Background: an optimization exercise with open tools, aiming at small area and a short achievable clock period. Do not read the settings as production practice. The RTL was checked by simulation tests, not by an equivalence proof against the original design. Power figures rest on the tool's default switching activity, not on a simulated workload.

<file path="flow/design.v">
`timescale 1ns/10ps
module accumulator
    #(
        parameter WIDTH = 16     
    )
    (
        input signed    [WIDTH-1:0]  operand_a,
        input signed    [WIDTH-1:0]  operand_b,
        output signed   [WIDTH-1:0]  result
    );
    assign result = operand_a + operand_b;
endmodule
`timescale 1ns/10ps
module multiplier
    #(
        parameter WIDTH = 16     
    )
    (
        input signed    [WIDTH-1:0]   operand_a, 
        input signed    [WIDTH-1:0]   operand_b,
        output signed   [WIDTH-1:0]  result
    );
    assign result = operand_a * operand_b;
endmodule
`timescale 1ns/10ps
module fifo
    #(
        parameter ADDR_WIDTH  = 3,               
        parameter DATA_WIDTH  = 16,              
        parameter DEPTH       = 2**ADDR_WIDTH    
    )
    (
        input                           clk,
        input                           rstb,
        input                           load_enable, 
        input  signed [DATA_WIDTH-1:0]  value_in,    
        input         [ADDR_WIDTH-1:0]  reg_select,  
        output signed [DATA_WIDTH-1:0]  value_out    
    );
    reg [DATA_WIDTH-1:0] memory [0:DEPTH-1];
    integer i;
    assign value_out = memory[reg_select];
    always @(posedge clk or negedge rstb) begin
        if (!rstb) begin
            for (i = 0; i < DEPTH; i = i + 1) begin
                memory[i] <= 'b0;
            end
        end else begin
            if (load_enable) begin
                for (i = DEPTH-1; i > 0; i = i - 1) begin
                    memory[i] <= memory[i-1];
                end
                memory[0] <= value_in;
            end
        end
    end
endmodule
`timescale 1ns/10ps
module pe
    #(
        parameter BITWIDTH      = 16,
        parameter RF_ADDR_WIDTH = 3,
        parameter RF_DATA_DEPTH = 2**RF_ADDR_WIDTH,
        parameter   LOAD    = 0,
                    MAC     = 1,
                    ACC     = 2,
                    NEXT_ROW= 3
    )
    (
        input   clk,             
        input   rstb,            
        input   ifmap_enable,    
        input   filter_enable,   
        output reg ready,           
        input   signed [BITWIDTH-1:0] ifmap,
        input   signed [BITWIDTH-1:0] filter,
        input   signed [BITWIDTH-1:0] input_psum,
        output  signed [BITWIDTH-1:0] output_psum
    );
    wire signed [BITWIDTH-1:0]          ifmap_from_fifo;
    wire signed [BITWIDTH-1:0]          filter_from_fifo;
    wire signed [BITWIDTH-1:0]          psum_from_fifo;
    reg                                 psum_enable;
    wire signed [BITWIDTH-1:0]          adder_input1;
    wire signed [BITWIDTH-1:0]          adder_input2;
    wire signed [BITWIDTH-1:0]          multiplier_output;
    wire signed [BITWIDTH-1:0]          acc_output;
    reg         [RF_ADDR_WIDTH-1:0]     ifmap_select;
    reg         [RF_ADDR_WIDTH-1:0]     filter_select;
    reg         [RF_ADDR_WIDTH-1:0]     psum_select;
    reg                                 acc_input_psum;
    reg                                 acc_reset;
    reg         [RF_ADDR_WIDTH-1:0]     filter_size;
    reg         [RF_ADDR_WIDTH-1:0]     final_psum_select;
    reg         [RF_ADDR_WIDTH-1:0]     count;
    reg         [2:0]                   pe_state;
    multiplier
        #(
            .WIDTH(BITWIDTH)
        )
        mac_multiplier(
            .operand_a  (filter_from_fifo),
            .operand_b  (ifmap_from_fifo),
            .result     (multiplier_output)
        );     
    accumulator 
        #(
            .WIDTH(BITWIDTH)
        )
        mac_accumulator(
            .operand_a  (adder_input1),
            .operand_b  (adder_input2),
            .result     (acc_output)
        );
    fifo
        #(
            .ADDR_WIDTH (RF_ADDR_WIDTH),
            .DATA_WIDTH (BITWIDTH),
            .DEPTH      (RF_DATA_DEPTH)
        )
        ifmap_fifo
        (
            .clk        (clk),
            .rstb       (rstb),
            .load_enable(ifmap_enable),
            .value_in   (ifmap),
            .reg_select (ifmap_select),
            .value_out  (ifmap_from_fifo)
        );
    fifo
        #(
            .ADDR_WIDTH (RF_ADDR_WIDTH),
            .DATA_WIDTH (BITWIDTH),
            .DEPTH      (RF_DATA_DEPTH)
        )
        filter_fifo
        (
            .clk        (clk),
            .rstb       (rstb),
            .load_enable(filter_enable),
            .value_in   (filter),
            .reg_select (filter_select),
            .value_out  (filter_from_fifo)
        );
        fifo
        #(
            .ADDR_WIDTH (RF_ADDR_WIDTH),
            .DATA_WIDTH (BITWIDTH),
            .DEPTH      (RF_DATA_DEPTH)
        )
        psum_fifo
        (
            .clk        (clk),
            .rstb       (rstb),
            .load_enable(psum_enable),
            .value_in   (acc_output),   
            .reg_select (psum_select),
            .value_out  (psum_from_fifo)
        );
    assign adder_input1 = (acc_input_psum) ? input_psum : multiplier_output; 
    assign adder_input2 = (acc_reset) ? 'sd0 : psum_from_fifo;
    assign output_psum = acc_output;
    always @(posedge clk or negedge rstb) begin
        if (!rstb) begin
            ifmap_select        <= 'b0;
            filter_select       <= 'b0;
            psum_select         <= 'b0;
            psum_enable         <= 'b0;
            acc_input_psum      <= 'b0;
            acc_reset           <= 'b1;
            ready               <= 'b0;
            filter_size         <= 'd3;  
            count               <= 'b0;
            pe_state            <= LOAD;
        end else begin
            case (pe_state)
                LOAD: begin
                    if (count < filter_size) begin
                        count <= (ifmap_enable) ? count + 'b1 : count;
                        acc_input_psum  <= 'b0;
                        acc_reset       <= 'b1;
                        filter_select   <= 'b0;
                        ifmap_select    <= 'b0;
                        psum_select     <= 'b0;
                        psum_enable     <= 'b1;
                        ready           <= 'b1;
                        pe_state        <= LOAD;
                    end else begin
                        count           <= 'b0;      
                        pe_state        <= MAC;      
                    end
                end
                MAC: begin
                    if (count < filter_size) begin
                        count           <= count + 'b1;
                        acc_input_psum  <= 'b0;
                        acc_reset       <= 'b0;
                        filter_select   <= filter_select + 'b1;
                        ifmap_select    <= ifmap_select + 'b1;
                        psum_select     <= 'b0;
                        psum_enable     <= 'b1;
                        ready           <= 'b0;
                        pe_state        <= MAC;
                    end else begin
                        acc_input_psum  <= 'b1;
                        count           <= 'b0;      
                        pe_state        <= ACC;      
                    end
                end
                ACC: begin
                    if (count < filter_size) begin
                        count           <= count + 'b1;
                        acc_input_psum  <= 'b1;
                        acc_reset       <= 'b0;
                        filter_select   <= 'b0;
                        ifmap_select    <= 'b0;
                        psum_select     <= count + 'b1;
                        psum_enable     <= 'b1;
                        ready           <= 'b0;
                        pe_state        <= ACC;
                    end else begin
                        acc_input_psum  <= 'b0;
                        acc_reset       <= 'b1;
                        psum_select     <= 'b0;
                        pe_state        <= NEXT_ROW;
                    end
                end
                NEXT_ROW: begin
                    if (count < filter_size) begin
                        count <= (filter_enable) ? count + 'b1 : count;
                        acc_input_psum  <= 'b0;
                        acc_reset       <= 'b0;
                        filter_select   <= 'b0;
                        ifmap_select    <= 'b0;
                        psum_select     <= 'b0;
                        psum_enable     <= 'b1;
                        ready           <= 'b1;
                        pe_state        <= NEXT_ROW;
                    end else begin
                        acc_input_psum  <= 'b0;
                        acc_reset       <= 'b1;
                        count           <= 'b1;      
                        pe_state        <= MAC;
                    end
                end
                default: begin
                end
            endcase
        end
    end
endmodule
`timescale 1ns/10ps
module multicast_controller
#(
    parameter ADDRESS_WIDTH = 4,
    parameter BITWIDTH      = 16
)
(
    input                           clk,
    input                           rstb,
    input                           program_en,             
    input       [ADDRESS_WIDTH-1:0] scan_tag_in,
    output reg  [ADDRESS_WIDTH-1:0] scan_tag_out,
    input                           controller_enable,   
    output wire                     controller_ready,    
    input       [ADDRESS_WIDTH-1:0] tag,                 
    input       [BITWIDTH-1:0]      input_value,
    output wire                     target_enable,       
    input                           target_ready,        
    output wire [BITWIDTH-1:0]      output_value         
);
    reg [ADDRESS_WIDTH-1:0] tag_id_reg;
    assign target_enable = controller_enable & target_ready & (tag_id_reg == tag);
    assign output_value = (target_enable) ? input_value : 'b0;
    assign controller_ready = target_ready;
    always @(posedge clk or negedge rstb) begin
        if (!rstb) begin
            tag_id_reg      <= 'd0;
            scan_tag_out    <= 'd0;
        end else begin
            if (program_en) begin
                tag_id_reg      <= scan_tag_in;
                scan_tag_out    <= tag_id_reg;
            end
        end
    end
endmodule
`timescale 1ns/10ps
module gin_bus
    #(
        parameter BITWIDTH          = 16,
        parameter TAG_LENGTH        = 4,
        parameter NUM_CONTROLLERS   = 4
    )
    (
        input                           clk,
        input                           rstb,
        input                           program_en,
        input  [TAG_LENGTH-1:0]         scan_tag_in,
        output [TAG_LENGTH-1:0]         scan_tag_next_bus,
        input                           bus_enable,
        output                          bus_ready,
        input  [TAG_LENGTH-1:0]         tag,
        input  [BITWIDTH-1:0]           data_source,
        input  [NUM_CONTROLLERS-1:0]    target_ready,    
        output [NUM_CONTROLLERS-1:0]    target_enable,   
        output [(BITWIDTH*NUM_CONTROLLERS)-1:0] output_value
    );
        wire   [TAG_LENGTH-1:0]         scan_tag_out    [0:NUM_CONTROLLERS];
        wire   [BITWIDTH-1:0]           mc_output       [0:NUM_CONTROLLERS-1];
        wire   [BITWIDTH-1:0]           input_value;
        wire   [NUM_CONTROLLERS-1:0]    controller_ready;
        assign scan_tag_out[0]   = scan_tag_in;
        assign scan_tag_next_bus = scan_tag_out[NUM_CONTROLLERS];
        assign bus_ready = &controller_ready;
        generate
            genvar i;
            for (i = 0; i < NUM_CONTROLLERS; i = i+1) begin : mc_vector
                assign output_value[BITWIDTH*(i+1)-1:(BITWIDTH*i)] = mc_output[i];
                multicast_controller
                #(
                    .ADDRESS_WIDTH  (TAG_LENGTH),
                    .BITWIDTH       (BITWIDTH)
                )
                mc (
                    .clk                (clk),
                    .rstb               (rstb),
                    .program_en            (program_en),
                    .scan_tag_in        (scan_tag_out[i]),
                    .scan_tag_out       (scan_tag_out[i+1]),
                    .controller_enable  (bus_enable),
                    .controller_ready   (controller_ready[i]),
                    .tag                (tag),
                    .input_value        (data_source),
                    .target_enable      (target_enable[i]),
                    .target_ready       (target_ready[i]),
                    .output_value       (mc_output[i])
                );
            end
        endgenerate
endmodule
`timescale 1ns/10ps
module gin
#(
    parameter BITWIDTH          = 16,
    parameter TAG_LENGTH        = 4,
    parameter NUM_CONTROLLERS   = 4,
    parameter Y_BUS_SIZE      = NUM_CONTROLLERS,
    parameter X_BUS_SIZE      = NUM_CONTROLLERS,
    parameter Y_PACKET_LENGTH   = 2*TAG_LENGTH + BITWIDTH,
    parameter X_PACKET_LENGTH   = TAG_LENGTH + BITWIDTH
)
(
    input                           clk,
    input                           rstb,
    input                           program_en,
    input  [TAG_LENGTH-1:0]         scan_tag_in,
    output [TAG_LENGTH-1:0]         scan_tag_out,
    input                           gin_enable,
    output                          gin_ready,
    input  [Y_PACKET_LENGTH-1:0]    data_packet,  
    output [X_BUS_SIZE*Y_BUS_SIZE-1:0] pe_enable,
    input  [X_BUS_SIZE*Y_BUS_SIZE-1:0] pe_ready,
    output [(BITWIDTH*X_BUS_SIZE*Y_BUS_SIZE)-1:0] pe_value
);
    wire [TAG_LENGTH-1:0]                   row_id;
    wire [X_PACKET_LENGTH-1:0]              y_value_to_pass;
    wire [(X_PACKET_LENGTH*Y_BUS_SIZE)-1:0] y_bus_output;
    wire [TAG_LENGTH-1:0]               col_id          [0:Y_BUS_SIZE-1];
    wire [X_PACKET_LENGTH-1:0]          x_data_packet   [0:Y_BUS_SIZE-1];
    wire [(BITWIDTH*X_BUS_SIZE)-1:0]    x_bus_output    [0:Y_BUS_SIZE-1];
    wire [BITWIDTH-1:0]                 x_value_to_pass [0:Y_BUS_SIZE-1];
    wire [Y_BUS_SIZE-1:0]               x_bus_enable;
    wire [Y_BUS_SIZE-1:0]               x_bus_ready; 
    wire [X_BUS_SIZE-1:0]               x_bus_pe_enable [0:Y_BUS_SIZE-1];
    wire [X_BUS_SIZE-1:0]               x_bus_pe_ready  [0:Y_BUS_SIZE-1];
    wire [TAG_LENGTH-1:0]               bus_scan_tag_out[0:Y_BUS_SIZE];
    assign scan_tag_out = bus_scan_tag_out[Y_BUS_SIZE];
    assign row_id = data_packet[Y_PACKET_LENGTH-1:X_PACKET_LENGTH];
    assign y_value_to_pass = data_packet[X_PACKET_LENGTH-1:0];
    assign gin_ready = &x_bus_ready;
    gin_bus
    #(
        .BITWIDTH       (X_PACKET_LENGTH),
        .TAG_LENGTH     (TAG_LENGTH),
        .NUM_CONTROLLERS(Y_BUS_SIZE)
    )
    y_bus
    (
        .clk                (clk),
        .rstb               (rstb),
        .program_en            (program_en),
        .scan_tag_in        (scan_tag_in),
        .scan_tag_next_bus  (bus_scan_tag_out[0]), 
        .bus_enable         (gin_enable),
        .bus_ready          (),
        .tag                (row_id),
        .data_source        (y_value_to_pass),
        .target_enable      (x_bus_enable),
        .target_ready       (x_bus_ready),
        .output_value       (y_bus_output)
    );
    generate
        genvar i;
        for (i = 0; i < Y_BUS_SIZE; i = i+1) begin: x_bus_vector
            assign x_data_packet[i]
                = y_bus_output[X_PACKET_LENGTH*(i+1)-1:(X_PACKET_LENGTH*i)];
            assign col_id[i] = x_data_packet[i][X_PACKET_LENGTH-1:BITWIDTH];
            assign x_value_to_pass[i] = x_data_packet[i][BITWIDTH-1:0];
            assign pe_enable[i*X_BUS_SIZE +: X_BUS_SIZE] = x_bus_pe_enable[i];
            assign pe_value[i*X_BUS_SIZE*BITWIDTH +: X_BUS_SIZE*BITWIDTH] = x_bus_output[i];
            assign x_bus_pe_ready[i] = pe_ready[i*X_BUS_SIZE +: X_BUS_SIZE];
            gin_bus
            #(
                .BITWIDTH       (BITWIDTH),
                .TAG_LENGTH     (TAG_LENGTH),
                .NUM_CONTROLLERS(X_BUS_SIZE)
            )
            x_bus
            (
                .clk                (clk),
                .rstb               (rstb),
                .program_en            (program_en),
                .scan_tag_in        (bus_scan_tag_out[i]),
                .scan_tag_next_bus  (bus_scan_tag_out[i+1]),
                .bus_enable         (x_bus_enable[i]),
                .bus_ready          (x_bus_ready[i]),
                .tag                (col_id[i]),
                .data_source        (x_value_to_pass[i]),
                .target_enable      (x_bus_pe_enable[i]),
                .target_ready       (x_bus_pe_ready[i]),
                .output_value       (x_bus_output[i])
            );
        end
    endgenerate
endmodule
`timescale 1ns/10ps
module ml_accelerator
    #(
        parameter BITWIDTH              = 16,
        parameter PE_Y_SIZE             = 3,
        parameter PE_X_SIZE             = 3,
        parameter TAG_LENGTH            = 4,
        parameter PACKET_LENGTH         = 2*TAG_LENGTH+BITWIDTH,
        parameter NUM_PE                = PE_Y_SIZE*PE_X_SIZE
    )
    (
        input   clk,
        input   rstb,
        input  [PACKET_LENGTH-1:0]          data_packet_ifmap,
        input  [PACKET_LENGTH-1:0]          data_packet_filter,
        output [BITWIDTH*PE_X_SIZE-1:0]     ofmap,
        input  [TAG_LENGTH-1:0]             scan_chain_input_ifmap,
        input  [TAG_LENGTH-1:0]             scan_chain_input_filter,
        output                              ready,
        input                               program_en,
        input                               gin_enable_filter,
        input                               gin_enable_ifmap,
        input                               pe_reset
    );
    genvar i;
    genvar j;
    wire [TAG_LENGTH-1:0]       scan_chain_output_ifmap;
    wire                        gin_ready_ifmap;
    wire [NUM_PE-1:0]           pe_enable_ifmap;
    wire [NUM_PE-1:0]           pe_ready_ifmap;
    wire [BITWIDTH*NUM_PE-1:0]  pe_value_ifmap;
    wire [TAG_LENGTH-1:0]       scan_chain_output_filter;
    wire                        gin_ready_filter;
    wire [NUM_PE-1:0]           pe_enable_filter;
    wire [NUM_PE-1:0]           pe_ready_filter;
    wire [BITWIDTH*NUM_PE-1:0]  pe_value_filter;
    wire [NUM_PE-1:0]           pe_enable;
    wire [NUM_PE-1:0]           pe_ready;
    wire [BITWIDTH*NUM_PE-1:0]  pe_psum;
    wire [BITWIDTH*(NUM_PE+PE_X_SIZE)-1:0] pe_bottom_psum;    
    wire                        pe_reset_signal;
    assign ready = gin_ready_filter & gin_ready_ifmap;
    assign pe_reset_signal = rstb & pe_reset;  
    gin
    #(
        .BITWIDTH           (BITWIDTH),
        .TAG_LENGTH         (TAG_LENGTH),
        .Y_BUS_SIZE         (PE_Y_SIZE),
        .X_BUS_SIZE         (PE_X_SIZE)
    )
    gin_ifmap
    (
        .clk                (clk),
        .rstb               (rstb),
        .program_en            (program_en),
        .scan_tag_in        (scan_chain_input_ifmap),
        .scan_tag_out       (scan_chain_output_ifmap),
        .gin_enable         (gin_enable_ifmap),
        .gin_ready          (gin_ready_ifmap),
        .data_packet        (data_packet_ifmap),
        .pe_enable          (pe_enable_ifmap),
        .pe_ready           (pe_ready),
        .pe_value           (pe_value_ifmap)
    );
    gin
    #(
        .BITWIDTH           (BITWIDTH),
        .TAG_LENGTH         (TAG_LENGTH),
        .Y_BUS_SIZE         (PE_Y_SIZE),
        .X_BUS_SIZE         (PE_X_SIZE)
    )
    gin_filter
    (
        .clk                (clk),
        .rstb               (rstb),
        .program_en            (program_en),
        .scan_tag_in        (scan_chain_input_filter),
        .scan_tag_out       (scan_chain_output_filter),
        .gin_enable         (gin_enable_filter),
        .gin_ready          (gin_ready_filter),
        .data_packet        (data_packet_filter),
        .pe_enable          (pe_enable_filter),
        .pe_ready           (pe_ready),
        .pe_value           (pe_value_filter)
    );
    generate
        for (i = 0; i < PE_Y_SIZE; i = i + 1) begin : pe_row
            for (j = 0; j < PE_X_SIZE; j = j + 1) begin : pe_col
                pe
                #(
                    .BITWIDTH       (BITWIDTH)
                )
                pe_unit
                (
                    .clk            (clk),
                    .rstb           (pe_reset_signal),
                    .ifmap_enable   (pe_enable_ifmap[i*PE_X_SIZE+j]),
                    .filter_enable  (pe_enable_filter[i*PE_X_SIZE+j]),
                    .ifmap          (pe_value_ifmap[(i*PE_X_SIZE + j)*BITWIDTH +: BITWIDTH]),
                    .filter         (pe_value_filter[(i*PE_X_SIZE + j)*BITWIDTH +: BITWIDTH]),
                    .input_psum     (pe_bottom_psum[((i+1)*PE_X_SIZE + j)*BITWIDTH +: BITWIDTH]),
                    .ready          (pe_ready[i*PE_X_SIZE+j]),
                    .output_psum    (pe_bottom_psum[(i*PE_X_SIZE + j)*BITWIDTH +: BITWIDTH])
                );
            end
        end
    endgenerate
    assign pe_bottom_psum[BITWIDTH*(NUM_PE+PE_X_SIZE)-1 : BITWIDTH*NUM_PE] = 'b0;
    generate
        for (i = 0; i < PE_X_SIZE; i = i + 1) begin
            assign ofmap[i*BITWIDTH +: BITWIDTH] = pe_bottom_psum[i*BITWIDTH +: BITWIDTH];
        end
    endgenerate
endmodule
</file>
<file path="flow/run.sh">
#!/bin/bash
# synth_recipe.tcl (not shown) runs the flow's synth.tcl, then flattens the netlist and writes it again
# the make line also repeats each setting of config.mk as NAME=value (left out here)
make -C /OpenROAD-flow-scripts/flow DESIGN_CONFIG=/design/flow/config.mk WORK_HOME=/design/flow/orfs CLKGATE_MAP_FILE= SYNTH_SCRIPT=/design/flow/synth_recipe.tcl finish
</file>
<file path="flow/config.mk">
export PLATFORM = sky130hd
export DESIGN_NAME = ml_accelerator
export DESIGN_NICKNAME = ml_accelerator
export VERILOG_FILES = /design/flow/design.v
export SDC_FILE = /design/flow/constraint.sdc
export NUM_CORES = 4
export LEC_CHECK = 0
export CAP_MARGIN = 20
export CORE_MARGIN = 2
export CORE_UTILIZATION = 40
export PLACE_DENSITY = 0.6
export SLEW_MARGIN = 20
</file>
<file path="flow/constraint.sdc">
create_clock -name core_clock -period 17.0 [get_ports {clk}]
set_input_delay 3.4000 -clock core_clock [delete_from_list [all_inputs] [get_ports {clk}]]
set_output_delay 3.4000 -clock core_clock [all_outputs]
set_load 0.01 [all_outputs]
</file>
==> impl_metrics.json <==
{
  "clock_latency_ns": 1.02,
  "wl_per_cell_um": 21.04,
  "drtIter0Drc": 10940,
  "syn-cell-area_um2": 211400,
  "finalCriticalPeriod_ns": 16.07,
  "hp-class": "flop to flop",
  "design_area_um2": 234300,
  "dp.cells": 24290,
  "crit_start": "pe_row[2].pe_col[0].pe_unit.filter_select[2]",
  "grt_use_total_pct": 19.60,
  "crit_arrival_ns": 12.67,
  "die_area_um2": 534300,
  "finalMaxSlewViolations": 0,
  "crit_cells": 49,
  "power.leakage_nw": 113.0,
  "initial_core_util_pct": 40.07,
  "cp-end-kind": "primary output",
  "synth_cell_types": 84,
  "rsz0062_at_grt": "no",
  "grt_overflow": 0,
  "drt-pass1-iter-count": 9,
  "clk_path_buf_depth": 4,
  "die_y_um": 731.0,
  "skew_ns": 0.06170,
  "layout_common_cells": "dfrtp_1, mux2_2, inv_1",
  "cts_buffers": 418,
  "num-fill-cells": 48470,
  "core_region_area_um2": 527500,
  "synthSimpleGateAreaFrac_pct": 6.111,
  "cpMaxStageDelayCell": "clkdlybuf4s50_1",
  "r2r-start": "pe_row[2].pe_col[2].pe_unit.ifmap_select[0]",
  "rrSetupSlack_ns": 5.69,
  "synth_fa_ha_area_share_pct": 11.87,
  "synth_top_family_by_area": "multiplexers",
  "cp.required_ns": 13.60,
  "powerDensity_nw_per_um2": 110.5,
  "synth_xor_area_share_pct": 2.437,
  "port_buffers": 110,
  "avgSynthCellArea_um2": 11.83,
  "cts_root_buf": "clkbuf_16",
  "yosys_warnings": 8,
  "grt_max_degree": 178,
  "ys.flop_type": "dfrtp_1",
  "post_cts_resized": 0,
  "reg_top3": "pe_row.pe_col.pe_unit.filter_fifo.memory x1152, pe_row.pe_col.pe_unit.ifmap_fifo.memory x1152, pe_row.pe_col.pe_unit.psum_fifo.memory x1152",
  "maxCapViolCount": 0,
  "fin_ws_ns": 0.9275,
  "worstMarginPinSlew_ns": 1.165,
  "die_w_um": 731.0,
  "cts_setup_buffers": 0,
  "ios": 111,
  "slew_headroom_pct": 21.67,
  "grt_pass1_vias": 139000,
  "drc_errors": 0,
  "final_cells": 25110,
  "gp_congestion": 0.8662,
  "finalNetCount": 19350,
  "antenna_found_initial": 46,
  "cp_max_fo": 26,
  "place_ws_ns": 1.866,
  "drive_gt1_share_pct": 28.12,
  "drt-total-wl_um": 528300,
  "cts_tree": "yes",
  "vdd_ir_drop_max_mv": 0.1103,
  "fin_crit_sh_pct": 94.54,
  "r2r_cells": 43,
  "critPathKind": "flop to primary output",
  "syn_inst": 17870,
  "via_per_inst": 5.447,
  "ys_ff_latch": 3802,
  "cts_sinks": 3802,
  "ant_nets": 0,
  "hpwlAfterDp_um": 354100,
  "critical_path.top_delay_family": "adder cells",
  "startpoint_type": "flop",
  "synth_edf_count": 0,
  "via_count": 136700,
  "syn2layout_area_growth_pct": 10.85,
  "async_reset_ff_share_pct": 100.0,
  "tns_ns": 0,
  "regArea_um2": 95200,
  "fin_util_pct": 44.42,
  "final_common_cell": "dfrtp_1",
  "rows": 267,
  "synth-seq-area-share_pct": 45.01,
  "crit_path_end": "ofmap[15]",
  "cp_num_buf_inv": 11,
  "cpPeakStageDelay_ns": 0.67,
  "place_area_um2": 220000,
  "synth.area.mux_share_pct": 22.12,
  "grt_pass1_wl_um": 833400,
  "hold_viol_final": 0,
  "synth_compound_area_share_pct": 8.046,
  "setup_viol": 0,
  "clk_pin_slew_ns": 0.06,
  "postCtsHoldBufs": 0,
  "multi_input_area_um2": 107100,
  "cts_htree_levels": 5,
  "max_freq_mhz": 62.22,
  "syn_nets": 19500,
  "status": "complete, no violations"
}
per-layer routing:
metal	wire length, um	vias to the layer above	share of wire (%)	GRT usage (%)
met1	242700	70480	46	28.28
li1	-	62400	-	-
met2	240300	3092	45	31.01
met3	30790	740	5.8	2.859
met4	14270	22	2.7	4.944
met5	150	-	0.028	0
where the power goes:
| group | switching (mW) | internal, mW | total [mW] |
|---|---|---|---|
| logic | 3.86 | 2.33 | 6.19 |
| registers | 0.590 | 9.83 | 10.4 |
| clock network | 3.85 | 5.44 | 9.30 |
| total | 8.30 | 17.6 | 25.9 |
per-stage QoR:
step | hold slack, ns | total power, mW
2_1_floorplan | 0.4495 | 14.37
3_3_place_gp | 0.4681 | 16.66
3_5_place_dp | 0.4723 | 16.75
4_1_cts | 0.4789 | 26.19
5_1_grt | 0.4986 | 27.25
6_report | 0.4787 | 25.90
worst min-delay path: stages, from the launching register on:
cell and delay [ns]:
dfrtp_1 0.34, nand2_1 0.04, o21ai_0 0.06
cell usage after synthesis, types with 48 or more instances:
cell type,instances,area share [%]
or2_2,71,0.21
o211ai_1,48,0.17
o22ai_1,82,0.24
mux2i_1,225,1.1
nor2b_1,118,0.35
a21o_1,63,0.22
ha_1,853,5.0
nor2_1,1264,2.2
xor2_1,151,0.63
nand4_1,70,0.21
fa_1,720,6.8
nand3_1,88,0.21
mux4_2,90,0.96
clkbuf_1,862,1.5
buf_4,49,0.17
a221oi_1,236,0.98
o21a_1,51,0.18
nand2b_1,115,0.34
mux2_2,3771,20
xnor2_1,391,1.6
o21bai_1,70,0.25
a22oi_1,102,0.36
a222oi_1,262,1.2
buf_1,124,0.22
a22o_1,90,0.37
nor3_1,202,0.48
dfrtp_1,3793,45
nand2_1,890,1.6
a21oi_1,566,1.3
o21ai_0,473,1.1
inv_1,1358,2.4
a211oi_1,102,0.36
how the worst min path moves through the flow:
stage	from	endpoint	slack (ns)	depth (start not counted)
2_1_floorplan	pe_row[1].pe_col[0].pe_unit.ready	pe_row[1].pe_col[0].pe_unit.ready	0.45	2
3_3_place_gp	pe_row[0].pe_col[2].pe_unit.psum_select[1]	pe_row[0].pe_col[2].pe_unit.psum_select[1]	0.47	2
3_5_place_dp	pe_row[0].pe_col[2].pe_unit.psum_select[1]	pe_row[0].pe_col[2].pe_unit.psum_select[1]	0.47	2
4_1_cts	flop	flop	0.48	2
5_1_grt	flop	flop	0.50	1
6_report	pe_row[0].pe_col[2].pe_unit.psum_select[1]	pe_row[0].pe_col[2].pe_unit.psum_select[1]	0.48	2
kinds of logic after synthesis:
family / count (synthesis)
simple gates: 2974
mux: 4087
xor+xnor: 560
buf+inv: 2419
compound gates: 2454
flops: 3802
fa+ha+maj: 1573
layout make-up:
type                    count  area share (%)
diodes                     59         0.06301
multi-input cells       11650           45.69
flip-flops and latches   3802           40.63
clock inverters           138          0.7828
repair buffers            478           1.688
inverters                1370           2.195
well taps                6994           3.735
clock buffers             616           5.219

separate check: timing with driven ports:
The results above use ideal ports. As a check the final layout listed here was re-extracted and re-timed, cells and wires unchanged.
Step 1, drivers: a clkbuf_16 drives clk and a buf_2 each remaining input, both assumed.
Step 2 adds t to the input delays and takes it off the output delays; t is the mean of the earliest and latest rising clock arrival at the registers after step 1. Input paths then give back, and output paths get back, about the clock's delay inside the block.
Slacks: no drivers / after step 1 / after step 2; pairs: no drivers / after step 1.
t (ns): 1.119
setup slack, ns: 0.927 / 0.797 / 1.916
clock arrival spread, ns: 0.065 / 0.065
worst register clock-pin slew, ns: 0.07 / 0.07
worst slew at a driven data input, ns: 0.63
After both steps setup and hold are still met in this run. The setup slack of this run moves by -0.130 ns with the drivers and by +0.989 ns with both steps.
